What follows belongs to an exercise in optimizing a design on an open flow for small area; a production flow would make more cautious choices. Only simulation tests tie the RTL to the original design; equivalence was not proved.

### design/flow/flow/run.sh
#!/bin/bash
# Own layout flow: the standard ORFS flow, except that
#  - ABC maps the logic with an area-oriented script, then resizes for delay (flow/amap.abc),
#  - ports are buffered with the smallest buffer,
#  - CTS inserts no dummy loads and uses the smaller clock buffers,
#  - half-adder cells are not used (synthesis keeps full adders only).
# Every tool's output goes to a log in this folder (make_*.log) and under orfs/logs.
set -euo pipefail
W=$(pwd)
# synthesis script: the standard flow's, with the ABC mapping script replaced
{
  head -n 1 synth_recipe.tcl
  cat <<'T'
proc abc {args} {
  set i [lsearch -exact $args -script]
  if { $i >= 0 } { set args [lreplace $args [expr {$i+1}] [expr {$i+1}] $::env(MY_ABC_SCRIPT)] }
  yosys abc {*}$args
}
T
  tail -n +2 synth_recipe.tcl
} > my_synth.tcl
sed -e "s#SYNTH_SCRIPT=[^ ]*#SYNTH_SCRIPT=$W/my_synth.tcl#" \
    -e 's#CLKGATE_MAP_FILE= #CLKGATE_MAP_FILE= "DONT_USE_CELLS=${DU_LIST}" #' standard.sh > my_standard.sh
export MY_ABC_SCRIPT=$W/flow/amap.abc
export BUFFER_PORTS_ARGS="-buffer_cell sky130_fd_sc_hd__buf_1"
export CTS_ARGS="-sink_clustering_enable -repair_clock_nets -dont_use_dummy_load -buf_list {sky130_fd_sc_hd__clkbuf_8} -sink_clustering_size 12 -sink_clustering_max_diameter 80"
# the platform's don't-use cells, and the half adders
DU_LIST=$(sed -n '/^export DONT_USE_CELLS/,/^$/p' "$FLOW_HOME/platforms/$FLOW_PLATFORM/config.mk" \
  | sed -e 's/export DONT_USE_CELLS += //' -e 's/\\//' | tr -s ' \n' '  ')
export DU_LIST="$DU_LIST sky130_fd_sc_hd__ha_1 sky130_fd_sc_hd__ha_2 sky130_fd_sc_hd__ha_4"
bash my_standard.sh "${1:-finish}" > make_${1:-finish}.log 2>&1
[ -n "${1:-}" ] || test -f out/final.def
### design/flow/design.v
module regfile (
    input wire clk, rst,
    input wire [15:0] d,
    input wire [7:0] we,
    input wire [2:0] l_sel, r_sel,
    output wire [15:0] l_out, r_out,
    output wire [7:0] leds
);
reg [127:0] r;
genvar i;
generate
    for (i = 0; i < 8; i = i + 1) begin : gp
        always @(posedge clk)
            if (rst | we[i])
                r[16*i +: 16] <= d & {16{~rst}};
    end
endgenerate
assign l_out = r[16*l_sel +: 16] & {16{~rst}};
assign r_out = r[16*r_sel +: 16] & {16{~rst}};
assign leds = r[7:0] & {8{~rst}};
endmodule
module fadd (
    input wire a, b, c,
    output wire s, co
);
assign s  = a ^ b ^ c;
assign co = (a & b) | (c & (a ^ b));
endmodule
module alu (
    input wire [15:0] a_in,
    input wire [15:0] b_in,
    output wire [15:0] out,
    input wire c_add, c_sub, c_and, c_or, c_xor, c_shl, c_shr, c_mul, c_div, c_pa, c_pb,
    input wire carry_in,
    output wire [4:0] flags
);
wire [16:0] ac;
wire [15:0] as;
assign ac[0] = carry_in ^ c_sub;
genvar k;
generate
    for (k = 0; k < 16; k = k + 1) begin : addc
        fadd f(a_in[k], b_in[k] ^ c_sub, ac[k], as[k], ac[k+1]);
    end
endgenerate
wire carry_out = ac[16] ^ c_sub;
wire dv = c_div | c_shr;
wire sh = c_shl | c_shr;
wire [15:0] oh = 16'b1 << b_in[3:0];
wire big = |b_in[15:4];
wire [15:0] y = sh ? oh : b_in;
wire [16:0] hz;     
wire [3:0] gz;      
wire [16:0] hl;     
generate
    for (k = 0; k < 4; k = k + 1) begin : gzc
        assign gz[k] = ~|y[4*k+3:4*k];
    end
    for (k = 15; k >= 0; k = k - 1) begin : hlc
        if (k % 4 == 3) begin : t
            assign hl[k] = ~y[k];
        end else begin : c
            assign hl[k] = hl[k+1] & ~y[k];
        end
    end
endgenerate
assign hz[16] = 1'b1;
assign hz[15] = hl[15];
assign hz[14] = hl[14];
assign hz[13] = hl[13];
assign hz[12] = hl[12];
assign hz[11] = hl[11] & gz[3];
assign hz[10] = hl[10] & gz[3];
assign hz[9]  = hl[9]  & gz[3];
assign hz[8]  = hl[8]  & gz[3];
assign hz[7]  = hl[7]  & gz[3] & gz[2];
assign hz[6]  = hl[6]  & gz[3] & gz[2];
assign hz[5]  = hl[5]  & gz[3] & gz[2];
assign hz[4]  = hl[4]  & gz[3] & gz[2];
assign hz[3]  = hl[3]  & gz[3] & gz[2] & gz[1];
assign hz[2]  = hl[2]  & gz[3] & gz[2] & gz[1];
assign hz[1]  = hl[1]  & gz[3] & gz[2] & gz[1];
assign hz[0]  = hl[0]  & gz[3] & gz[2] & gz[1];
wire [15:0] q;      
wire [0:0] l0, y0, s0, r0, g0, p0;
wire [1:0] c0;
assign l0 = dv & a_in[15];
assign y0 = dv ? ~y[0:0] : (a_in[0:0] & {1{y[15]}});
assign g0 = l0 & y0;
assign p0 = l0 | y0;
assign c0[0] = dv;
fadd f0_0(l0[0], y0[0], c0[0], s0[0], c0[1]);
assign q[0] = c0[1] & hz[1];
assign r0 = (dv & ~q[0]) ? l0 : s0;
wire [1:0] l1, y1, s1, r1, g1, p1;
wire [2:0] c1;
assign l1 = {r0[0:0], dv & a_in[14]};
assign y1 = dv ? ~y[1:0] : (a_in[1:0] & {2{y[14]}});
assign g1 = l1 & y1;
assign p1 = l1 | y1;
assign c1[0] = dv;
wire m1_1;
fadd f1_0(l1[0], y1[0], c1[0], s1[0], m1_1);
fadd f1_1(l1[1], y1[1], m1_1, s1[1], c1[2]);
assign q[1] = c1[2] & hz[2];
assign r1 = (dv & ~q[1]) ? l1 : s1;
wire [2:0] l2, y2, s2, r2, g2, p2;
wire [3:0] c2;
assign l2 = {r1[1:0], dv & a_in[13]};
assign y2 = dv ? ~y[2:0] : (a_in[2:0] & {3{y[13]}});
assign g2 = l2 & y2;
assign p2 = l2 | y2;
assign c2[0] = dv;
wire m2_1;
fadd f2_0(l2[0], y2[0], c2[0], s2[0], m2_1);
fadd f2_1(l2[1], y2[1], m2_1, s2[1], c2[2]);
fadd f2_2(l2[2], y2[2], c2[2], s2[2], c2[3]);
assign q[2] = c2[3] & hz[3];
assign r2 = (dv & ~q[2]) ? l2 : s2;
wire [3:0] l3, y3, s3, r3, g3, p3;
wire [4:0] c3;
assign l3 = {r2[2:0], dv & a_in[12]};
assign y3 = dv ? ~y[3:0] : (a_in[3:0] & {4{y[12]}});
assign g3 = l3 & y3;
assign p3 = l3 | y3;
assign c3[0] = dv;
wire m3_1;
fadd f3_0(l3[0], y3[0], c3[0], s3[0], m3_1);
wire m3_2;
fadd f3_1(l3[1], y3[1], m3_1, s3[1], m3_2);
assign c3[2] = (g3[0] & p3[1]) | (g3[1]) | (p3[0] & p3[1] & c3[0]);
wire m3_3;
fadd f3_2(l3[2], y3[2], c3[2], s3[2], m3_3);
wire m3_4;
fadd f3_3(l3[3], y3[3], m3_3, s3[3], m3_4);
assign c3[4] = (g3[2] & p3[3]) | (g3[3]) | (p3[2] & p3[3] & c3[2]);
assign q[3] = c3[4] & hz[4];
assign r3 = (dv & ~q[3]) ? l3 : s3;
wire [4:0] l4, y4, s4, r4, g4, p4;
wire [5:0] c4;
assign l4 = {r3[3:0], dv & a_in[11]};
assign y4 = dv ? ~y[4:0] : (a_in[4:0] & {5{y[11]}});
assign g4 = l4 & y4;
assign p4 = l4 | y4;
assign c4[0] = dv;
wire m4_1;
fadd f4_0(l4[0], y4[0], c4[0], s4[0], m4_1);
wire m4_2;
fadd f4_1(l4[1], y4[1], m4_1, s4[1], m4_2);
assign c4[2] = (g4[0] & p4[1]) | (g4[1]) | (p4[0] & p4[1] & c4[0]);
wire m4_3;
fadd f4_2(l4[2], y4[2], c4[2], s4[2], m4_3);
wire m4_4;
fadd f4_3(l4[3], y4[3], m4_3, s4[3], m4_4);
assign c4[4] = (g4[2] & p4[3]) | (g4[3]) | (p4[2] & p4[3] & c4[2]);
fadd f4_4(l4[4], y4[4], c4[4], s4[4], c4[5]);
assign q[4] = c4[5] & hz[5];
assign r4 = (dv & ~q[4]) ? l4 : s4;
wire [5:0] l5, y5, s5, r5, g5, p5;
wire [6:0] c5;
assign l5 = {r4[4:0], dv & a_in[10]};
assign y5 = dv ? ~y[5:0] : (a_in[5:0] & {6{y[10]}});
assign g5 = l5 & y5;
assign p5 = l5 | y5;
assign c5[0] = dv;
wire m5_1;
fadd f5_0(l5[0], y5[0], c5[0], s5[0], m5_1);
wire m5_2;
fadd f5_1(l5[1], y5[1], m5_1, s5[1], m5_2);
assign c5[2] = (g5[0] & p5[1]) | (g5[1]) | (p5[0] & p5[1] & c5[0]);
wire m5_3;
fadd f5_2(l5[2], y5[2], c5[2], s5[2], m5_3);
wire m5_4;
fadd f5_3(l5[3], y5[3], m5_3, s5[3], m5_4);
assign c5[4] = (g5[2] & p5[3]) | (g5[3]) | (p5[2] & p5[3] & c5[2]);
wire m5_5;
fadd f5_4(l5[4], y5[4], c5[4], s5[4], m5_5);
wire m5_6;
fadd f5_5(l5[5], y5[5], m5_5, s5[5], m5_6);
assign c5[6] = (g5[4] & p5[5]) | (g5[5]) | (p5[4] & p5[5] & c5[4]);
assign q[5] = c5[6] & hz[6];
assign r5 = (dv & ~q[5]) ? l5 : s5;
wire [6:0] l6, y6, s6, r6, g6, p6;
wire [7:0] c6;
assign l6 = {r5[5:0], dv & a_in[9]};
assign y6 = dv ? ~y[6:0] : (a_in[6:0] & {7{y[9]}});
assign g6 = l6 & y6;
assign p6 = l6 | y6;
assign c6[0] = dv;
wire m6_1;
fadd f6_0(l6[0], y6[0], c6[0], s6[0], m6_1);
wire m6_2;
fadd f6_1(l6[1], y6[1], m6_1, s6[1], m6_2);
assign c6[2] = (g6[0] & p6[1]) | (g6[1]) | (p6[0] & p6[1] & c6[0]);
wire m6_3;
fadd f6_2(l6[2], y6[2], c6[2], s6[2], m6_3);
wire m6_4;
fadd f6_3(l6[3], y6[3], m6_3, s6[3], m6_4);
assign c6[4] = (g6[2] & p6[3]) | (g6[3]) | (p6[2] & p6[3] & c6[2]);
wire m6_5;
fadd f6_4(l6[4], y6[4], c6[4], s6[4], m6_5);
wire m6_6;
fadd f6_5(l6[5], y6[5], m6_5, s6[5], m6_6);
assign c6[6] = (g6[4] & p6[5]) | (g6[5]) | (p6[4] & p6[5] & c6[4]);
fadd f6_6(l6[6], y6[6], c6[6], s6[6], c6[7]);
assign q[6] = c6[7] & hz[7];
assign r6 = (dv & ~q[6]) ? l6 : s6;
wire [7:0] l7, y7, s7, r7, g7, p7;
wire [8:0] c7;
assign l7 = {r6[6:0], dv & a_in[8]};
assign y7 = dv ? ~y[7:0] : (a_in[7:0] & {8{y[8]}});
assign g7 = l7 & y7;
assign p7 = l7 | y7;
assign c7[0] = dv;
wire m7_1;
fadd f7_0(l7[0], y7[0], c7[0], s7[0], m7_1);
wire m7_2;
fadd f7_1(l7[1], y7[1], m7_1, s7[1], m7_2);
assign c7[2] = (g7[0] & p7[1]) | (g7[1]) | (p7[0] & p7[1] & c7[0]);
wire m7_3;
fadd f7_2(l7[2], y7[2], c7[2], s7[2], m7_3);
wire m7_4;
fadd f7_3(l7[3], y7[3], m7_3, s7[3], m7_4);
assign c7[4] = (g7[2] & p7[3]) | (g7[3]) | (p7[2] & p7[3] & c7[2]);
wire m7_5;
fadd f7_4(l7[4], y7[4], c7[4], s7[4], m7_5);
wire m7_6;
fadd f7_5(l7[5], y7[5], m7_5, s7[5], m7_6);
assign c7[6] = (g7[4] & p7[5]) | (g7[5]) | (p7[4] & p7[5] & c7[4]);
wire m7_7;
fadd f7_6(l7[6], y7[6], c7[6], s7[6], m7_7);
wire m7_8;
fadd f7_7(l7[7], y7[7], m7_7, s7[7], m7_8);
assign c7[8] = (g7[6] & p7[7]) | (g7[7]) | (p7[6] & p7[7] & c7[6]);
assign q[7] = c7[8] & hz[8];
assign r7 = (dv & ~q[7]) ? l7 : s7;
wire [8:0] l8, y8, s8, r8, g8, p8;
wire [9:0] c8;
assign l8 = {r7[7:0], dv & a_in[7]};
assign y8 = dv ? ~y[8:0] : (a_in[8:0] & {9{y[7]}});
assign g8 = l8 & y8;
assign p8 = l8 | y8;
assign c8[0] = dv;
wire m8_1;
fadd f8_0(l8[0], y8[0], c8[0], s8[0], m8_1);
wire m8_2;
fadd f8_1(l8[1], y8[1], m8_1, s8[1], m8_2);
assign c8[2] = (g8[0] & p8[1]) | (g8[1]) | (p8[0] & p8[1] & c8[0]);
wire m8_3;
fadd f8_2(l8[2], y8[2], c8[2], s8[2], m8_3);
wire m8_4;
fadd f8_3(l8[3], y8[3], m8_3, s8[3], m8_4);
assign c8[4] = (g8[2] & p8[3]) | (g8[3]) | (p8[2] & p8[3] & c8[2]);
wire m8_5;
fadd f8_4(l8[4], y8[4], c8[4], s8[4], m8_5);
wire m8_6;
fadd f8_5(l8[5], y8[5], m8_5, s8[5], m8_6);
assign c8[6] = (g8[4] & p8[5]) | (g8[5]) | (p8[4] & p8[5] & c8[4]);
wire m8_7;
fadd f8_6(l8[6], y8[6], c8[6], s8[6], m8_7);
wire m8_8;
fadd f8_7(l8[7], y8[7], m8_7, s8[7], m8_8);
assign c8[8] = (g8[6] & p8[7]) | (g8[7]) | (p8[6] & p8[7] & c8[6]);
fadd f8_8(l8[8], y8[8], c8[8], s8[8], c8[9]);
assign q[8] = c8[9] & hz[9];
assign r8 = (dv & ~q[8]) ? l8 : s8;
wire [9:0] l9, y9, s9, r9, g9, p9;
wire [10:0] c9;
assign l9 = {r8[8:0], dv & a_in[6]};
assign y9 = dv ? ~y[9:0] : (a_in[9:0] & {10{y[6]}});
assign g9 = l9 & y9;
assign p9 = l9 | y9;
assign c9[0] = dv;
wire m9_1;
fadd f9_0(l9[0], y9[0], c9[0], s9[0], m9_1);
wire m9_2;
fadd f9_1(l9[1], y9[1], m9_1, s9[1], m9_2);
assign c9[2] = (g9[0] & p9[1]) | (g9[1]) | (p9[0] & p9[1] & c9[0]);
wire m9_3;
fadd f9_2(l9[2], y9[2], c9[2], s9[2], m9_3);
wire m9_4;
fadd f9_3(l9[3], y9[3], m9_3, s9[3], m9_4);
assign c9[4] = (g9[2] & p9[3]) | (g9[3]) | (p9[2] & p9[3] & c9[2]);
wire m9_5;
fadd f9_4(l9[4], y9[4], c9[4], s9[4], m9_5);
wire m9_6;
fadd f9_5(l9[5], y9[5], m9_5, s9[5], m9_6);
assign c9[6] = (g9[4] & p9[5]) | (g9[5]) | (p9[4] & p9[5] & c9[4]);
wire m9_7;
fadd f9_6(l9[6], y9[6], c9[6], s9[6], m9_7);
wire m9_8;
fadd f9_7(l9[7], y9[7], m9_7, s9[7], m9_8);
assign c9[8] = (g9[6] & p9[7]) | (g9[7]) | (p9[6] & p9[7] & c9[6]);
wire m9_9;
fadd f9_8(l9[8], y9[8], c9[8], s9[8], m9_9);
wire m9_10;
fadd f9_9(l9[9], y9[9], m9_9, s9[9], m9_10);
assign c9[10] = (g9[8] & p9[9]) | (g9[9]) | (p9[8] & p9[9] & c9[8]);
assign q[9] = c9[10] & hz[10];
assign r9 = (dv & ~q[9]) ? l9 : s9;
wire [10:0] l10, y10, s10, r10, g10, p10;
wire [11:0] c10;
assign l10 = {r9[9:0], dv & a_in[5]};
assign y10 = dv ? ~y[10:0] : (a_in[10:0] & {11{y[5]}});
assign g10 = l10 & y10;
assign p10 = l10 | y10;
assign c10[0] = dv;
wire m10_1;
fadd f10_0(l10[0], y10[0], c10[0], s10[0], m10_1);
wire m10_2;
fadd f10_1(l10[1], y10[1], m10_1, s10[1], m10_2);
assign c10[2] = (g10[0] & p10[1]) | (g10[1]) | (p10[0] & p10[1] & c10[0]);
wire m10_3;
fadd f10_2(l10[2], y10[2], c10[2], s10[2], m10_3);
wire m10_4;
fadd f10_3(l10[3], y10[3], m10_3, s10[3], m10_4);
assign c10[4] = (g10[2] & p10[3]) | (g10[3]) | (p10[2] & p10[3] & c10[2]);
wire m10_5;
fadd f10_4(l10[4], y10[4], c10[4], s10[4], m10_5);
wire m10_6;
fadd f10_5(l10[5], y10[5], m10_5, s10[5], m10_6);
assign c10[6] = (g10[4] & p10[5]) | (g10[5]) | (p10[4] & p10[5] & c10[4]);
wire m10_7;
fadd f10_6(l10[6], y10[6], c10[6], s10[6], m10_7);
wire m10_8;
fadd f10_7(l10[7], y10[7], m10_7, s10[7], m10_8);
assign c10[8] = (g10[6] & p10[7]) | (g10[7]) | (p10[6] & p10[7] & c10[6]);
wire m10_9;
fadd f10_8(l10[8], y10[8], c10[8], s10[8], m10_9);
wire m10_10;
fadd f10_9(l10[9], y10[9], m10_9, s10[9], m10_10);
assign c10[10] = (g10[8] & p10[9]) | (g10[9]) | (p10[8] & p10[9] & c10[8]);
fadd f10_10(l10[10], y10[10], c10[10], s10[10], c10[11]);
assign q[10] = c10[11] & hz[11];
assign r10 = (dv & ~q[10]) ? l10 : s10;
wire [11:0] l11, y11, s11, r11, g11, p11;
wire [12:0] c11;
assign l11 = {r10[10:0], dv & a_in[4]};
assign y11 = dv ? ~y[11:0] : (a_in[11:0] & {12{y[4]}});
assign g11 = l11 & y11;
assign p11 = l11 | y11;
assign c11[0] = dv;
wire m11_1;
fadd f11_0(l11[0], y11[0], c11[0], s11[0], m11_1);
wire m11_2;
fadd f11_1(l11[1], y11[1], m11_1, s11[1], m11_2);
assign c11[2] = (g11[0] & p11[1]) | (g11[1]) | (p11[0] & p11[1] & c11[0]);
wire m11_3;
fadd f11_2(l11[2], y11[2], c11[2], s11[2], m11_3);
wire m11_4;
fadd f11_3(l11[3], y11[3], m11_3, s11[3], m11_4);
assign c11[4] = (g11[2] & p11[3]) | (g11[3]) | (p11[2] & p11[3] & c11[2]);
wire m11_5;
fadd f11_4(l11[4], y11[4], c11[4], s11[4], m11_5);
wire m11_6;
fadd f11_5(l11[5], y11[5], m11_5, s11[5], m11_6);
assign c11[6] = (g11[4] & p11[5]) | (g11[5]) | (p11[4] & p11[5] & c11[4]);
wire m11_7;
fadd f11_6(l11[6], y11[6], c11[6], s11[6], m11_7);
wire m11_8;
fadd f11_7(l11[7], y11[7], m11_7, s11[7], m11_8);
assign c11[8] = (g11[6] & p11[7]) | (g11[7]) | (p11[6] & p11[7] & c11[6]);
wire m11_9;
fadd f11_8(l11[8], y11[8], c11[8], s11[8], m11_9);
wire m11_10;
fadd f11_9(l11[9], y11[9], m11_9, s11[9], m11_10);
assign c11[10] = (g11[8] & p11[9]) | (g11[9]) | (p11[8] & p11[9] & c11[8]);
wire m11_11;
fadd f11_10(l11[10], y11[10], c11[10], s11[10], m11_11);
wire m11_12;
fadd f11_11(l11[11], y11[11], m11_11, s11[11], m11_12);
assign c11[12] = (g11[10] & p11[11]) | (g11[11]) | (p11[10] & p11[11] & c11[10]);
assign q[11] = c11[12] & hz[12];
assign r11 = (dv & ~q[11]) ? l11 : s11;
wire [12:0] l12, y12, s12, r12, g12, p12;
wire [13:0] c12;
assign l12 = {r11[11:0], dv & a_in[3]};
assign y12 = dv ? ~y[12:0] : (a_in[12:0] & {13{y[3]}});
assign g12 = l12 & y12;
assign p12 = l12 | y12;
assign c12[0] = dv;
wire m12_1;
fadd f12_0(l12[0], y12[0], c12[0], s12[0], m12_1);
wire m12_2;
fadd f12_1(l12[1], y12[1], m12_1, s12[1], m12_2);
assign c12[2] = (g12[0] & p12[1]) | (g12[1]) | (p12[0] & p12[1] & c12[0]);
wire m12_3;
fadd f12_2(l12[2], y12[2], c12[2], s12[2], m12_3);
wire m12_4;
fadd f12_3(l12[3], y12[3], m12_3, s12[3], m12_4);
assign c12[4] = (g12[2] & p12[3]) | (g12[3]) | (p12[2] & p12[3] & c12[2]);
wire m12_5;
fadd f12_4(l12[4], y12[4], c12[4], s12[4], m12_5);
wire m12_6;
fadd f12_5(l12[5], y12[5], m12_5, s12[5], m12_6);
assign c12[6] = (g12[4] & p12[5]) | (g12[5]) | (p12[4] & p12[5] & c12[4]);
wire m12_7;
fadd f12_6(l12[6], y12[6], c12[6], s12[6], m12_7);
wire m12_8;
fadd f12_7(l12[7], y12[7], m12_7, s12[7], m12_8);
assign c12[8] = (g12[6] & p12[7]) | (g12[7]) | (p12[6] & p12[7] & c12[6]);
wire m12_9;
fadd f12_8(l12[8], y12[8], c12[8], s12[8], m12_9);
wire m12_10;
fadd f12_9(l12[9], y12[9], m12_9, s12[9], m12_10);
assign c12[10] = (g12[8] & p12[9]) | (g12[9]) | (p12[8] & p12[9] & c12[8]);
wire m12_11;
fadd f12_10(l12[10], y12[10], c12[10], s12[10], m12_11);
wire m12_12;
fadd f12_11(l12[11], y12[11], m12_11, s12[11], m12_12);
assign c12[12] = (g12[10] & p12[11]) | (g12[11]) | (p12[10] & p12[11] & c12[10]);
fadd f12_12(l12[12], y12[12], c12[12], s12[12], c12[13]);
assign q[12] = c12[13] & hz[13];
assign r12 = (dv & ~q[12]) ? l12 : s12;
wire [13:0] l13, y13, s13, r13, g13, p13;
wire [14:0] c13;
assign l13 = {r12[12:0], dv & a_in[2]};
assign y13 = dv ? ~y[13:0] : (a_in[13:0] & {14{y[2]}});
assign g13 = l13 & y13;
assign p13 = l13 | y13;
assign c13[0] = dv;
wire m13_1;
fadd f13_0(l13[0], y13[0], c13[0], s13[0], m13_1);
wire m13_2;
fadd f13_1(l13[1], y13[1], m13_1, s13[1], m13_2);
assign c13[2] = (g13[0] & p13[1]) | (g13[1]) | (p13[0] & p13[1] & c13[0]);
wire m13_3;
fadd f13_2(l13[2], y13[2], c13[2], s13[2], m13_3);
wire m13_4;
fadd f13_3(l13[3], y13[3], m13_3, s13[3], m13_4);
assign c13[4] = (g13[2] & p13[3]) | (g13[3]) | (p13[2] & p13[3] & c13[2]);
wire m13_5;
fadd f13_4(l13[4], y13[4], c13[4], s13[4], m13_5);
wire m13_6;
fadd f13_5(l13[5], y13[5], m13_5, s13[5], m13_6);
assign c13[6] = (g13[4] & p13[5]) | (g13[5]) | (p13[4] & p13[5] & c13[4]);
wire m13_7;
fadd f13_6(l13[6], y13[6], c13[6], s13[6], m13_7);
wire m13_8;
fadd f13_7(l13[7], y13[7], m13_7, s13[7], m13_8);
assign c13[8] = (g13[6] & p13[7]) | (g13[7]) | (p13[6] & p13[7] & c13[6]);
wire m13_9;
fadd f13_8(l13[8], y13[8], c13[8], s13[8], m13_9);
wire m13_10;
fadd f13_9(l13[9], y13[9], m13_9, s13[9], m13_10);
assign c13[10] = (g13[8] & p13[9]) | (g13[9]) | (p13[8] & p13[9] & c13[8]);
wire m13_11;
fadd f13_10(l13[10], y13[10], c13[10], s13[10], m13_11);
wire m13_12;
fadd f13_11(l13[11], y13[11], m13_11, s13[11], m13_12);
assign c13[12] = (g13[10] & p13[11]) | (g13[11]) | (p13[10] & p13[11] & c13[10]);
wire m13_13;
fadd f13_12(l13[12], y13[12], c13[12], s13[12], m13_13);
wire m13_14;
fadd f13_13(l13[13], y13[13], m13_13, s13[13], m13_14);
assign c13[14] = (g13[12] & p13[13]) | (g13[13]) | (p13[12] & p13[13] & c13[12]);
assign q[13] = c13[14] & hz[14];
assign r13 = (dv & ~q[13]) ? l13 : s13;
wire [14:0] l14, y14, s14, r14, g14, p14;
wire [15:0] c14;
assign l14 = {r13[13:0], dv & a_in[1]};
assign y14 = dv ? ~y[14:0] : (a_in[14:0] & {15{y[1]}});
assign g14 = l14 & y14;
assign p14 = l14 | y14;
assign c14[0] = dv;
wire m14_1;
fadd f14_0(l14[0], y14[0], c14[0], s14[0], m14_1);
wire m14_2;
fadd f14_1(l14[1], y14[1], m14_1, s14[1], m14_2);
assign c14[2] = (g14[0] & p14[1]) | (g14[1]) | (p14[0] & p14[1] & c14[0]);
wire m14_3;
fadd f14_2(l14[2], y14[2], c14[2], s14[2], m14_3);
wire m14_4;
fadd f14_3(l14[3], y14[3], m14_3, s14[3], m14_4);
assign c14[4] = (g14[2] & p14[3]) | (g14[3]) | (p14[2] & p14[3] & c14[2]);
wire m14_5;
fadd f14_4(l14[4], y14[4], c14[4], s14[4], m14_5);
wire m14_6;
fadd f14_5(l14[5], y14[5], m14_5, s14[5], m14_6);
assign c14[6] = (g14[4] & p14[5]) | (g14[5]) | (p14[4] & p14[5] & c14[4]);
wire m14_7;
fadd f14_6(l14[6], y14[6], c14[6], s14[6], m14_7);
wire m14_8;
fadd f14_7(l14[7], y14[7], m14_7, s14[7], m14_8);
assign c14[8] = (g14[6] & p14[7]) | (g14[7]) | (p14[6] & p14[7] & c14[6]);
wire m14_9;
fadd f14_8(l14[8], y14[8], c14[8], s14[8], m14_9);
wire m14_10;
fadd f14_9(l14[9], y14[9], m14_9, s14[9], m14_10);
assign c14[10] = (g14[8] & p14[9]) | (g14[9]) | (p14[8] & p14[9] & c14[8]);
wire m14_11;
fadd f14_10(l14[10], y14[10], c14[10], s14[10], m14_11);
wire m14_12;
fadd f14_11(l14[11], y14[11], m14_11, s14[11], m14_12);
assign c14[12] = (g14[10] & p14[11]) | (g14[11]) | (p14[10] & p14[11] & c14[10]);
wire m14_13;
fadd f14_12(l14[12], y14[12], c14[12], s14[12], m14_13);
wire m14_14;
fadd f14_13(l14[13], y14[13], m14_13, s14[13], m14_14);
assign c14[14] = (g14[12] & p14[13]) | (g14[13]) | (p14[12] & p14[13] & c14[12]);
fadd f14_14(l14[14], y14[14], c14[14], s14[14], c14[15]);
assign q[14] = c14[15] & hz[15];
assign r14 = (dv & ~q[14]) ? l14 : s14;
wire [15:0] l15, y15, s15, r15, g15, p15;
wire [16:0] c15;
assign l15 = {r14[14:0], dv & a_in[0]};
assign y15 = dv ? ~y[15:0] : (a_in[15:0] & {16{y[0]}});
assign g15 = l15 & y15;
assign p15 = l15 | y15;
assign c15[0] = dv;
wire m15_1;
fadd f15_0(l15[0], y15[0], c15[0], s15[0], m15_1);
wire m15_2;
fadd f15_1(l15[1], y15[1], m15_1, s15[1], m15_2);
assign c15[2] = (g15[0] & p15[1]) | (g15[1]) | (p15[0] & p15[1] & c15[0]);
wire m15_3;
fadd f15_2(l15[2], y15[2], c15[2], s15[2], m15_3);
wire m15_4;
fadd f15_3(l15[3], y15[3], m15_3, s15[3], m15_4);
assign c15[4] = (g15[2] & p15[3]) | (g15[3]) | (p15[2] & p15[3] & c15[2]);
wire m15_5;
fadd f15_4(l15[4], y15[4], c15[4], s15[4], m15_5);
wire m15_6;
fadd f15_5(l15[5], y15[5], m15_5, s15[5], m15_6);
assign c15[6] = (g15[4] & p15[5]) | (g15[5]) | (p15[4] & p15[5] & c15[4]);
wire m15_7;
fadd f15_6(l15[6], y15[6], c15[6], s15[6], m15_7);
wire m15_8;
fadd f15_7(l15[7], y15[7], m15_7, s15[7], m15_8);
assign c15[8] = (g15[6] & p15[7]) | (g15[7]) | (p15[6] & p15[7] & c15[6]);
wire m15_9;
fadd f15_8(l15[8], y15[8], c15[8], s15[8], m15_9);
wire m15_10;
fadd f15_9(l15[9], y15[9], m15_9, s15[9], m15_10);
assign c15[10] = (g15[8] & p15[9]) | (g15[9]) | (p15[8] & p15[9] & c15[8]);
wire m15_11;
fadd f15_10(l15[10], y15[10], c15[10], s15[10], m15_11);
wire m15_12;
fadd f15_11(l15[11], y15[11], m15_11, s15[11], m15_12);
assign c15[12] = (g15[10] & p15[11]) | (g15[11]) | (p15[10] & p15[11] & c15[10]);
wire m15_13;
fadd f15_12(l15[12], y15[12], c15[12], s15[12], m15_13);
wire m15_14;
fadd f15_13(l15[13], y15[13], m15_13, s15[13], m15_14);
assign c15[14] = (g15[12] & p15[13]) | (g15[13]) | (p15[12] & p15[13] & c15[12]);
wire m15_15;
fadd f15_14(l15[14], y15[14], c15[14], s15[14], m15_15);
wire m15_16;
fadd f15_15(l15[15], y15[15], m15_15, s15[15], m15_16);
assign c15[16] = (g15[14] & p15[15]) | (g15[15]) | (p15[14] & p15[15] & c15[14]);
assign q[15] = c15[16];
assign r15 = s15;
wire [15:0] prod = r15;
wire [15:0] quot;
generate
    for (k = 0; k < 16; k = k + 1) begin : qr
        assign quot[15-k] = q[k];
    end
endgenerate
wire lg3 = c_and | c_or | c_pa | c_pb;
wire lg2 = c_or | c_xor | c_pa;
wire lg1 = c_or | c_xor | c_pb;
wire [15:0] lu = (a_in & b_in & {16{lg3}}) | (a_in & ~b_in & {16{lg2}}) | (~a_in & b_in & {16{lg1}});
wire sel_p = c_mul | (c_shl & ~big);
wire sel_q = c_div | (c_shr & ~big);
wire sel_a = c_add | c_sub;
assign out = lu | (as & {16{sel_a}}) | (prod & {16{sel_p}}) | (quot & {16{sel_q}});
wire m0 = c_sub | c_or | c_shl | c_mul | c_pa;
assign flags[0] = ~(|out);
assign flags[1] = sel_a & carry_out;
assign flags[2] = out[15];
assign flags[3] = ((a_in[15] ^ b_in[15]) ^ ~m0) & ((b_in[15] ^ out[15]) ^ m0);
assign flags[4] = ^out;
endmodule
module pc (
    input wire [15:0] in,
    output reg [15:0] out,
    input wire clk, inc, ie, irq, rst,
    output reg [15:0] saved_pc,
    output reg chg           
);
wire [15:0] t1 = ie ? in : out;
wire [15:0] t2 = inc ? t1 + 16'b1 : t1;
wire take = irq & (ie | inc);
wire [15:0] nx = take ? 16'b1 : t2;
always @(posedge clk, posedge rst) begin
    if (rst) begin
        out <= 16'b0;
        chg <= 1'b1;
    end else begin
        out <= nx;
        chg <= nx != out;
    end
end
always @(posedge clk) begin
    if (rst)
        saved_pc <= 16'b0;
    else if (take)
        saved_pc <= t2;
end
endmodule
module decoder (
    input wire [15:0] instr,
    output wire pc_inc, pc_ie, reg_in_mux_ctl, alu_r_mux_ctl, alu_cin, ram_write, ram_read,
    output wire alu_flags_ie, reg_sr_in, sr_ie, sr_pc_over, ram_read_done, pc_sr_ie, irq_instr, jtr_op,
    output wire c_add, c_sub, c_and, c_or, c_xor, c_shl, c_shr, c_mul, c_div, c_pa, c_pb,
    output wire [2:0] reg_l_ctl, reg_r_ctl,
    output wire [7:0] gp_reg_ie,
    input wire mem_busy, mem_ready,
    input wire [4:0] flags
);
wire [6:0] op = instr[6:0];
wire [2:0] tg = instr[9:7];
wire [2:0] fo = instr[12:10];
wire [2:0] so = instr[15:13];
wire o_mov = op == 7'h01, o_ldd = op == 7'h02, o_ldo = op == 7'h03, o_ldi = op == 7'h04;
wire o_std = op == 7'h05, o_sto = op == 7'h06, o_add = op == 7'h07, o_adi = op == 7'h08;
wire o_adc = op == 7'h09, o_sub = op == 7'h0A, o_suc = op == 7'h0B, o_cmp = op == 7'h0C;
wire o_cmi = op == 7'h0D, o_jmp = op == 7'h0E, o_jal = op == 7'h0F, o_srl = op == 7'h10;
wire o_srs = op == 7'h11, o_sys = op == 7'h12, o_and = op == 7'h13, o_orr = op == 7'h14;
wire o_xor = op == 7'h15, o_ani = op == 7'h16, o_ori = op == 7'h17, o_xoi = op == 7'h18;
wire o_shl = op == 7'h19, o_shr = op == 7'h1A, o_cai = op == 7'h1B, o_mul = op == 7'h1C;
wire o_div = op == 7'h1D, o_irt = op == 7'h1E;
reg jmp_en;
always @(*) begin
    case (instr[10:7])
        4'b0001: jmp_en = flags[1];
        4'b0010: jmp_en = flags[0];
        4'b0011: jmp_en = flags[2];
        4'b0100: jmp_en = ~(flags[2] | flags[0]);
        4'b0101: jmp_en = flags[0] | flags[2];
        4'b0110: jmp_en = ~flags[2];
        4'b0111: jmp_en = ~flags[0];
        4'b1000: jmp_en = flags[3];
        4'b1001: jmp_en = flags[3];
        default: jmp_en = 1'b1;
    endcase
end
wire ld = o_ldd | o_ldo;
wire st = o_std | o_sto;
wire ld_wait = ld & ~mem_busy & ~mem_ready;
assign pc_inc = ~((ld & (mem_busy | ~mem_ready)) | (st & mem_busy) | (o_jmp & jmp_en) | o_jal | o_irt);
assign pc_ie = (o_jmp & jmp_en) | o_jal | o_irt;
assign reg_in_mux_ctl = ld & ~mem_busy;
assign ram_read_done = ld & ~mem_busy & mem_ready;
assign ram_read = ld_wait;
assign ram_write = st & ~mem_busy;
assign alu_r_mux_ctl = ld | o_ldi | st | o_adi | o_cmi | o_jmp | o_jal | o_ani | o_ori | o_xoi | o_cai;
assign alu_cin = (o_adc | o_suc) & flags[1];
assign alu_flags_ie = o_add | o_adi | o_adc | o_sub | o_suc | o_cmp | o_cmi | o_and | o_orr | o_xor
                    | o_ani | o_ori | o_xoi | o_shl | o_shr | o_cai | o_mul | o_div;
assign reg_sr_in = o_jal | o_srl;
assign sr_ie = o_srs;
assign sr_pc_over = o_jal;
assign pc_sr_ie = o_irt;
assign irq_instr = o_sys;
assign jtr_op = o_jmp | o_jal | o_irt;
assign c_sub = o_sub | o_suc | o_cmp | o_cmi;
assign c_and = o_and | o_ani | o_cai;
assign c_or  = o_orr | o_ori;
assign c_xor = o_xor | o_xoi;
assign c_shl = o_shl;
assign c_shr = o_shr;
assign c_mul = o_mul;
assign c_div = o_div;
assign c_pa  = o_mov;
assign c_pb  = o_ldd | o_ldi | o_std | o_jmp | o_jal | o_srs;
assign c_add = ~(c_sub | c_and | c_or | c_xor | c_shl | c_shr | c_mul | c_div | c_pa | c_pb);
wire l_fo = o_mov | o_ldo | o_add | o_adi | o_adc | o_sub | o_suc | o_cmp | o_cmi | o_and | o_orr | o_xor
          | o_ani | o_ori | o_xoi | o_shl | o_shr | o_cai | o_mul | o_div;
assign reg_l_ctl = l_fo ? fo : o_sto ? so : 3'b0;
wire r_so = o_add | o_adc | o_sub | o_suc | o_cmp | o_and | o_orr | o_xor | o_shl | o_shr | o_mul | o_div;
assign reg_r_ctl = r_so ? so : (o_std | o_sto | o_srs) ? fo : 3'b0;
wire we = o_mov | (ld & ~mem_busy & mem_ready) | o_ldi | o_add | o_adi | o_adc | o_sub | o_suc
        | o_jal | o_srl | o_and | o_orr | o_xor | o_ani | o_ori | o_xoi | o_shl | o_shr | o_mul | o_div;
assign gp_reg_ie = {8{we}} & (8'b1 << tg);
endmodule
module fetch (
    input wire clk,
    input wire [15:0] pc_in,
    input wire pc_chg,               
    input wire [31:0] ram_data,
    input wire ram_busy, ram_cack, ram_data_ready,
    output reg ram_read,
    output wire [31:0] instr_out,    
    output wire [15:0] ram_addr,
    output reg ram_addr_ovr,
    output reg pc_hold,
    input wire flag_boot_mode,
    input wire rst,
    input wire irq_in, irq_en,
    output reg irq_p,
    input wire [7:0] pc_page_in
);
function [4:0] opcode(input [6:0] o);
    opcode = (o[6:5] == 2'b00 && o[4:0] != 5'h1F) ? o[4:0] : 5'h00;
endfunction
reg [1:0] state;
reg c_acked;
reg [29:0] instr_q, pref_instr;
assign instr_out = {instr_q[29:5], 2'b00, instr_q[4:0]};
wire [29:0] ram_word = {ram_data[31:7], opcode(ram_data[6:0])};
reg [7:0] prev_pc_page, saved_pc_page;
reg prev_irq;
reg [3:0] ra_hi;
reg [11:0] ra_lo;
assign ram_addr = {ra_hi, ra_lo};
function pok(input [4:0] o);
    pok = o != 5'h02 && o != 5'h03 && o != 5'h05 && o != 5'h06;
endfunction
wire chg = pc_chg | (pc_page_in != prev_pc_page);
wire hit = pc_in == ram_addr && pc_page_in == saved_pc_page;
wire [15:0] pc_nx = pc_in + 16'b1;
reg n_rd, n_ovr, n_hold, n_ack, ld_addr, ld_pref;
reg [1:0] n_state;
reg [15:0] n_addr;
reg [1:0] isel;   
always @(*) begin
    n_rd = ram_read; n_ovr = ram_addr_ovr; n_hold = pc_hold; n_ack = c_acked;
    n_state = state; ld_addr = 1'b0; n_addr = pc_in; ld_pref = 1'b0;
    isel = 2'd0;
    if (chg) begin
        n_hold = 1'b1;
        isel = 2'd1;
    end
    case (state)
        2'd0: begin
            if ((chg | pc_hold) & ~ram_busy) begin
                n_rd = 1'b1; n_ovr = 1'b1; ld_addr = 1'b1; n_addr = pc_in; n_state = 2'd1;
            end else if (pok(instr_q[4:0])) begin
                n_rd = 1'b1; n_ovr = 1'b1; ld_addr = 1'b1; n_addr = pc_nx; n_state = 2'd2;
            end
        end
        2'd1: begin
            if (~ram_cack & ~c_acked) begin
                n_rd = 1'b1; n_ovr = 1'b1;
            end else begin
                n_rd = 1'b0; n_ack = 1'b1;
                if (ram_data_ready) begin
                    n_ack = 1'b0; n_hold = 1'b0; isel = 2'd2;
                    if (pok(ram_word[4:0])) begin
                        n_rd = 1'b1; n_ovr = 1'b1; ld_addr = 1'b1; n_addr = pc_nx; n_state = 2'd2;
                    end else begin
                        n_ovr = 1'b0; n_state = 2'd0;
                    end
                end else
                    n_ovr = 1'b1;
            end
        end
        2'd2: begin
            if (~ram_cack & ~c_acked) begin
                n_rd = 1'b1; n_ovr = 1'b1;
            end else begin
                n_rd = 1'b0; n_ack = 1'b1;
                if (ram_data_ready & (chg | pc_hold)) begin
                    n_ack = 1'b0;
                    if (hit) begin
                        n_ovr = 1'b0; n_hold = 1'b0; isel = 2'd2;
                        if (pok(ram_word[4:0])) begin
                            n_rd = 1'b1; n_ovr = 1'b1; ld_addr = 1'b1; n_addr = pc_nx; n_state = 2'd2;
                        end else begin
                            n_ovr = 1'b0; n_state = 2'd0;
                        end
                    end else begin
                        n_rd = 1'b1; n_ovr = 1'b1; ld_addr = 1'b1; n_addr = pc_in; n_state = 2'd1;
                    end
                end else if (ram_data_ready) begin
                    n_ack = 1'b0; ld_pref = 1'b1; n_state = 2'd3;
                end else
                    n_ovr = 1'b1;
            end
        end
        2'd3: begin
            if (chg | pc_hold) begin
                if (hit) begin
                    n_ack = 1'b0; n_hold = 1'b0; isel = 2'd3;
                    if (pok(pref_instr[4:0])) begin
                        n_rd = 1'b1; n_ovr = 1'b1; ld_addr = 1'b1; n_addr = pc_nx; n_state = 2'd2;
                    end else begin
                        n_ovr = 1'b0; n_state = 2'd0;
                    end
                end else begin
                    n_rd = 1'b1; n_ovr = 1'b1; ld_addr = 1'b1; n_addr = pc_in; n_state = 2'd1;
                end
            end
        end
    endcase
end
wire run = ~flag_boot_mode;
always @(negedge clk, posedge rst) begin
    if (rst) begin
        ram_read <= 1'b0;
        instr_q <= 30'b0;
        ra_hi <= 4'b0;
        ram_addr_ovr <= 1'b0;
        pc_hold <= 1'b0;
        state <= 2'b0;
        c_acked <= 1'b0;
        irq_p <= 1'b0;
        prev_irq <= 1'b0;
    end else begin
        if (run) begin
            ram_read <= n_rd;
            ram_addr_ovr <= n_ovr;
            pc_hold <= n_hold;
            c_acked <= n_ack;
            state <= n_state;
            if (ld_addr)
                ra_hi <= n_addr[15:12];
            case (isel)
                2'd1: instr_q <= 30'b0;
                2'd2: instr_q <= ram_word;
                2'd3: instr_q <= pref_instr;
                default: ;
            endcase
        end
        if (pc_in == 16'b1 && pc_page_in == 8'b0 && irq_p)
            irq_p <= 1'b0;
        else if (irq_in & ~prev_irq & irq_en)
            irq_p <= 1'b1;
        prev_irq <= irq_in;
    end
end
always @(negedge clk) begin
    if (run & ld_addr) begin
        ra_lo <= n_addr[11:0];
        saved_pc_page <= pc_page_in;
    end
    if (run & ld_pref)
        pref_instr <= ram_word;
    prev_pc_page <= pc_page_in;
end
endmodule
module sregs (
    input wire clk,
    input wire rst,
    input wire sr_ie,
    input wire [15:0] sr_sel, sr_in,
    input wire jtr_op,
    output wire [15:0] sr_out,       
    output wire boot_mode, instr_mem_over,
    input wire irq_in, irq_instr,
    output wire irq_en,
    input wire out_addr_ovr, pc_move,
    input wire [4:0] alu_flags_in,
    output reg [4:0] alu_flags,
    input wire alu_flags_ie,
    input wire [15:0] saved_pc,
    output reg [15:0] irq_pc,
    input wire [15:0] addr_in,
    output wire [19:0] addr_out,
    input wire [15:0] prog_in,
    output wire [19:0] prog_out,
    output wire [7:0] prog_page_out
);
reg [3:0] rt_mode;
reg [1:0] jtr_mode, jtr_mode_buff;
reg [3:0] irq_flags;
reg [15:0] virt_scratch_reg;
reg [127:0] mem_page, prog_page;
wire hi0 = sr_sel[15:3] == 13'b0;
wire s1 = hi0 & sr_sel[2:0] == 3'd1;
wire s2 = hi0 & sr_sel[2:0] == 3'd2;
wire s3 = hi0 & sr_sel[2:0] == 3'd3;
wire s4 = hi0 & sr_sel[2:0] == 3'd4;
wire s5 = hi0 & sr_sel[2:0] == 3'd5;
wire s6 = hi0 & sr_sel[2:0] == 3'd6;
wire sel0 = hi0 & sr_sel[2:0] == 3'd0;
wire irq_take = irq_in & rt_mode[2] & pc_move;
always @(posedge clk, posedge rst) begin
    if (rst) begin
        rt_mode <= 4'b0001;
        jtr_mode <= 2'b01;
        jtr_mode_buff <= 2'b01;
        alu_flags <= 5'b0;
    end else begin
        if (sr_ie & s1 & rt_mode[0])
            rt_mode <= sr_in[3:0];
        if (sr_ie & s2)
            jtr_mode_buff <= sr_in[1:0];
        if ((jtr_op | (sr_ie & sel0)) & pc_move)
            jtr_mode <= jtr_mode_buff;
        if (out_addr_ovr)
            rt_mode[2] <= 1'b1;
        if (irq_take) begin
            rt_mode[0] <= 1'b1;
            rt_mode[3] <= 1'b0;
            jtr_mode[1] <= 1'b0;
            jtr_mode_buff[1] <= 1'b0;
            rt_mode[2] <= 1'b0;
        end
        if (alu_flags_ie)
            alu_flags <= alu_flags_in;
        else if (sr_ie & s4)
            alu_flags <= sr_in[4:0];
    end
end
always @(posedge clk) begin
    if (rst) begin
        irq_pc <= 16'b0;
        virt_scratch_reg <= 16'b0;
        irq_flags <= 4'b0;
    end else begin
        if (sr_ie & s3)
            irq_pc <= sr_in;
        if (sr_ie & s6)
            virt_scratch_reg <= sr_in;
        if (irq_take)
            irq_flags <= {irq_instr, rt_mode[0], jtr_mode[1], rt_mode[3]};
    end
end
wire mp_wr = sr_ie & rt_mode[0] & (sr_sel[15:4] == 12'd1);
wire pp_wr = sr_ie & rt_mode[0] & (sr_sel[15:4] == 12'd2);
wire [7:0] pdin = sr_in[7:0] & {8{~rst}};
genvar i;
generate
    for (i = 0; i < 16; i = i + 1) begin : pt
        always @(posedge clk)
            if (rst | (mp_wr & sr_sel[3:0] == i))
                mem_page[8*i +: 8] <= pdin;
        always @(posedge clk)
            if (rst | (pp_wr & sr_sel[3:0] == i))
                prog_page[8*i +: 8] <= pdin;
    end
endgenerate
assign boot_mode = jtr_mode[0];
assign instr_mem_over = rt_mode[1];
assign irq_en = rt_mode[2];
assign sr_out = ({16{s1}} & {12'b0, rt_mode})
              | ({16{s2}} & {14'b0, jtr_mode})
              | ({16{s3}} & saved_pc)
              | ({16{s4}} & {11'b0, alu_flags})
              | ({16{s5}} & {12'b0, irq_flags})
              | ({16{s6}} & virt_scratch_reg);
wire [7:0] mp = mem_page[8*addr_in[15:12] +: 8];
wire [7:0] pp = prog_page[8*prog_in[15:12] +: 8];
assign addr_out = rt_mode[3] ? {mp, addr_in[11:0]} : {4'b0, addr_in};
assign prog_page_out = jtr_mode[1] ? pp : {4'b0, prog_in[15:12]};
assign prog_out = {prog_page_out, prog_in[11:0]};
endmodule
module cpu (
    input wire clk, rst,
    output wire [19:0] e_addr_bus,
    output wire [15:0] e_prog_addr, e_data,
    input wire [15:0] e_mem_bus,
    input wire [31:0] e_instr,
    input wire [31:0] e_sdram_instr,
    input wire e_mem_busy, e_mem_ready, e_mem_cack,
    input wire irq_in,
    output wire ram_read_out, ram_write, ram_instr_access, ram_read_done,
    output wire [7:0] e_reg_leds,
    output wire [3:0] e_pc_leds
);
function [4:0] opcode(input [6:0] o);
    opcode = (o[6:5] == 2'b00 && o[4:0] != 5'h1F) ? o[4:0] : 5'h00;
endfunction
wire [15:0] reg_l_bus, reg_r_bus, alu_bus, alu_r_mux, reg_in_mux, spec_reg_out, sr_out;
wire [15:0] prog_addr, saved_pc, irq_pc, fetch_addr;
wire [31:0] instr_bus, fetch_instr_bus;
wire [19:0] alu_bus_paged, fetch_addr_paged;
wire [7:0] prog_page;
wire [4:0] alu_flags_f, alu_flags_out;
wire [2:0] reg_l_ctl, reg_r_ctl;
wire [7:0] gp_reg_ie;
wire pc_inc, pc_ie, reg_in_mux_ctl, alu_r_mux_ctl, alu_cin, alu_flags_ie, reg_sr_in, sr_ie, sr_pc_over, ram_read, irq_instr, pc_sr_ie, jtr_op;
wire c_add, c_sub, c_and, c_or, c_xor, c_shl, c_shr, c_mul, c_div, c_pa, c_pb;
wire fetch_ram_read, fetch_wait, fetch_addr_mux, irq_p, irq_en, pc_chg;
wire flag_boot_mode, flag_instr_mem_over;
wire sel0 = instr_bus[31:16] == 16'b0;
wire adv = ~fetch_wait | flag_boot_mode;
wire pc_ie_g = (pc_ie | (sr_ie & sel0)) & adv;
wire pc_inc_g = pc_inc & adv;
regfile gp(clk, rst, reg_in_mux, gp_reg_ie, reg_l_ctl, reg_r_ctl, reg_l_bus, reg_r_bus, e_reg_leds);
alu alu(reg_l_bus, alu_r_mux, alu_bus, c_add, c_sub, c_and, c_or, c_xor, c_shl, c_shr, c_mul, c_div, c_pa, c_pb,
    alu_cin, alu_flags_f);
pc pc(pc_sr_ie ? irq_pc : alu_r_mux, prog_addr, clk, pc_inc_g, pc_ie_g, irq_p | irq_instr, rst, saved_pc, pc_chg);
decoder decoder(instr_bus[15:0], pc_inc, pc_ie, reg_in_mux_ctl, alu_r_mux_ctl, alu_cin, ram_write, ram_read,
    alu_flags_ie, reg_sr_in, sr_ie, sr_pc_over, ram_read_done, pc_sr_ie, irq_instr, jtr_op,
    c_add, c_sub, c_and, c_or, c_xor, c_shl, c_shr, c_mul, c_div, c_pa, c_pb,
    reg_l_ctl, reg_r_ctl, gp_reg_ie, e_mem_busy, e_mem_ready, alu_flags_out);
fetch fetch(clk, prog_addr, pc_chg, e_sdram_instr, e_mem_busy, e_mem_cack, e_mem_ready, fetch_ram_read, fetch_instr_bus,
    fetch_addr, fetch_addr_mux, fetch_wait, flag_boot_mode, rst, irq_in, irq_en, irq_p, prog_page);
sregs sregs(clk, rst, sr_ie, instr_bus[31:16], reg_r_bus, jtr_op, sr_out, flag_boot_mode, flag_instr_mem_over,
    irq_p | irq_instr, irq_instr, irq_en, pc_sr_ie, pc_ie_g | pc_inc_g,
    alu_flags_f, alu_flags_out, alu_flags_ie, saved_pc, irq_pc,
    alu_bus, alu_bus_paged, fetch_addr, fetch_addr_paged, prog_page);
assign spec_reg_out = (sel0 | sr_pc_over) ? prog_addr : sr_out;
assign reg_in_mux = reg_sr_in ? spec_reg_out : reg_in_mux_ctl ? e_mem_bus : alu_bus;
assign alu_r_mux = alu_r_mux_ctl ? instr_bus[31:16] : reg_r_bus;
assign e_addr_bus = fetch_addr_mux ? fetch_addr_paged : alu_bus_paged;
assign instr_bus = flag_boot_mode ? {e_instr[31:7], 2'b00, opcode(e_instr[6:0])} : fetch_instr_bus;
assign e_prog_addr = prog_addr;
assign e_data = reg_r_bus;
assign e_pc_leds = prog_addr[3:0];
assign ram_read_out = ram_read | fetch_ram_read;
assign ram_instr_access = fetch_addr_mux | flag_instr_mem_over;
endmodule
### design/flow/config.mk
export PLATFORM = sky130hd
export DESIGN_NAME = cpu
export DESIGN_NICKNAME = cpu
export VERILOG_FILES = /design/flow/design.v
export SDC_FILE = /design/flow/constraint.sdc
export NUM_CORES = 4
export LEC_CHECK = 0
export ABC_AREA = 1
export ABC_CLOCK_PERIOD_IN_PS = 36000
export CAP_MARGIN = 20
export CORE_MARGIN = 2
export CORE_UTILIZATION = 55
export PLACE_DENSITY = 0.75
export SLEW_MARGIN = 20
### design/flow/flow/amap.abc
strash
dch -f
amap
topo
stime -c
buffer -c
upsize -c
dnsize -c
### design/flow/standard.sh
#!/bin/bash
# synth_recipe.tcl (not shown) runs the flow's synth.tcl, then flattens the netlist and writes it again
# the make line also repeats each setting of config.mk as NAME=value (left out here)
make -C /OpenROAD-flow-scripts/flow DESIGN_CONFIG=/design/flow/config.mk WORK_HOME=/design/flow/orfs CLKGATE_MAP_FILE= SYNTH_SCRIPT=/design/flow/synth_recipe.tcl "${@:-finish}"
### design/flow/constraint.sdc
create_clock -name core_clock -period 140.0 [get_ports {clk}]
set_input_delay 28.0000 -clock core_clock [delete_from_list [all_inputs] [get_ports {clk}]]
set_output_delay 28.0000 -clock core_clock [all_outputs]
set_load 0.01 [all_outputs]
==> flow_metrics.tcl <==
set metrics [dict create \
    reg2reg_from "fetch.instr_q[0]" \
    grt_max_degree 71 \
    whs_ns 0.427 \
    cts_hold_buf 0 \
    max_slew_margin 0.164 \
    cts_root_buf "clkbuf_8" \
    syn-instance-count 3658 \
    clk_latency_ns 0.74 \
    synth_area_um2 34600 \
    drtIter0Drc 5463 \
    firstDrtPassIters 10 \
    synth_cell_types 101 \
    final-hold-violation-count 0 \
    synth-edff-count 434 \
    cts.clk_slew.worst_paths_ns 0.06 \
    drc 0 \
    tightest_slew_ns 1.25 \
    wl_per_cell_um 26.8 \
    grt_pass1_vias 29900 \
    final.setup.worst_slack_ns 2.73 \
    yosys_warnings 6 \
    crit_type "reg -> out" \
    dp_slack_ns 0.0811 \
    end_kind "primary output" \
    area_growth_syn_to_layout_pct 9.72 \
    ys_async_sr_fraction 0.127 \
    cts_buffers 54 \
    place_hpwl_um 88300 \
    startpoint "fetch.instr_q[0]" \
    hold_path_class "reg -> reg" \
    wirelength_um 126000 \
    reg_top3 "gp.r (128), sregs.mem_page (128), sregs.prog_page (128)" \
    ios 154 \
    htree_levels 2 \
    cp.required_ns 112.00 \
    dieArea_um2 65000 \
    drv_slew 0 \
    synth_flop_cell "edfxtp_1" \
    place.gp.congestion 1.02 \
    critical_path.max_stage_delay_ns 0.46 \
    antenna_found_initial 2 \
    syn-mean-instance-area_um2 9.47 \
    num_vias 33100 \
    final_nets 4017 \
    via_per_inst 7.07 \
    ys_seq_area_frac 0.463 \
    grt-ovfl-total 0 \
    status "timing/DRC/antenna clean" \
    nFillCells 5252 \
    syn_nets 3832 \
    min-delay-start "fetch.instr_q[20]" \
    grt.total_usage 0.376 \
    mostFrequentLayoutCell "o22ai_1" \
    cts_tree "built" \
    setup-tns-final_ns 0 \
    critPathLaunchType "flop" \
    drtAntennaViolNets 0 \
    skew_ns 0.150 \
    die_x_um 255 \
    layout_common_cells "o22ai_1 (455), edfxtp_1 (434), nor2_1 (372), o21ai_0 (337), inv_1 (287)" \
    slowest_stage "o221ai_2" \
    ys_ff_latch 566 \
    core_area_um2 61900 \
    cp_max_fo 17 \
    initial_core_util 0.559 \
    finalSetupViolCount 0 \
    portBuffers 153 \
    drv_cap 0 \
    crit_top_cell "o21ai_0" \
    cts_buffer_depth 3 \
    drive_above_1_share 0.118 \
    crit_arrival_ns 109.27 \
    cts_sinks 566 \
    die_h_um 255 \
    grt_pass1_wl_um 184000 \
    fp-row-count 91 \
]
cell type report:
type                    count  area [um^2]  area share
repair buffers            300         1750      0.0460
clock inverters            58          218     0.00573
clock buffers              54          743      0.0196
flip-flops and latches    566        16000       0.422
repair inverters            1         8.76    0.000230
multi-input cells        2576        17100       0.449
well taps                 837         1050      0.0276
diodes                      2         5.00    0.000132
inverters                 286         1120      0.0294
synthesized netlist by cell type (26+ instances only):
library cell	n	area, um^2
nor2b_1	53	332
inv_1	239	897
o221ai_1	72	631
dfrtn_1	42	1050
a21oi_1	222	1110
edfxtp_1	434	13000
clkbuf_1	179	672
fa_1	88	1760
o21ai_0	350	1750
nor3_1	63	315
inv_2	30	113
o221a_2	27	304
or3_1	35	219
a211oi_1	44	330
nand3_1	37	185
nand2_1	229	860
dfxtp_1	60	1200
o22ai_1	468	2930
nor2_1	383	1440
a22oi_1	91	683
dfrtp_1	26	651
a221oi_1	60	526
through the flow:
stage	instances	area, um^2	util
2_1_floorplan	3658	34600	-
3_3_place_gp	4538	36400	0.587
3_5_place_dp	4539	36400	0.587
4_1_cts	4650	37400	0.603
5_1_grt	4680	38000	0.613
6_report	4680	38000	0.613
metal layers:
metal | up-vias | track usage | part of all wire
li1 | 14400 | - | -
met1 | 15800 | 0.538 | 0.39
met2 | 2472 | 0.540 | 0.42
met3 | 406 | 0.0821 | 0.13
met4 | 0 | 0.192 | 0.057
met5 | - | 0 | 0
cell families (layout without fill, tap and decap cells):
logic type / after synthesis / after routing / synth area share
buffers and inverters: 517 / 699 / 0.0588
adders and majority gates: 88 / 88 / 0.0509
other: 0 / 2 / 0
xor gates and xnor gates: 3 / 3 / 0.000759
and+or+nand+nor: 892 / 892 / 0.117
DFF: 566 / 566 / 0.463
AOI/OAI and AO/OA: 1592 / 1593 / 0.309
final timing paths:
| path | to | slack [ns] | cells after the start |
|---|---|---|---|
| setup / recovery | e_addr_bus[13] | 2.73 | 216 |
| hold / removal | fetch.instr_q[20] | 0.43 | 2 |
| setup reg to reg | sregs.alu_flags[4] | 30.66 | 223 |
| hold reg to reg | fetch.instr_q[20] | 0.43 | 2 |
| max in group asynchronous | fetch.instr_q[1] | 41.05 | 4 |
| min in group asynchronous | pc.out[10] | 27.69 | 3 |
critical path: cells and delay by family (launching register included):
family / cells / cell delay, ns
buffers and inverters: 28 / 5.01
adders and majority gates: 8 / 2.63
AOI/OAI and AO/OA: 115 / 21.03
and+or+nand+nor: 65 / 9.49
DFF: 1 / 0.40
what timing repair did:
item,in CTS,in global routing
gates cloned,0,2
setup buffers,0,24
pin swaps,0,11
gates resized for setup,4,77
setup endpoints to repair,8,20
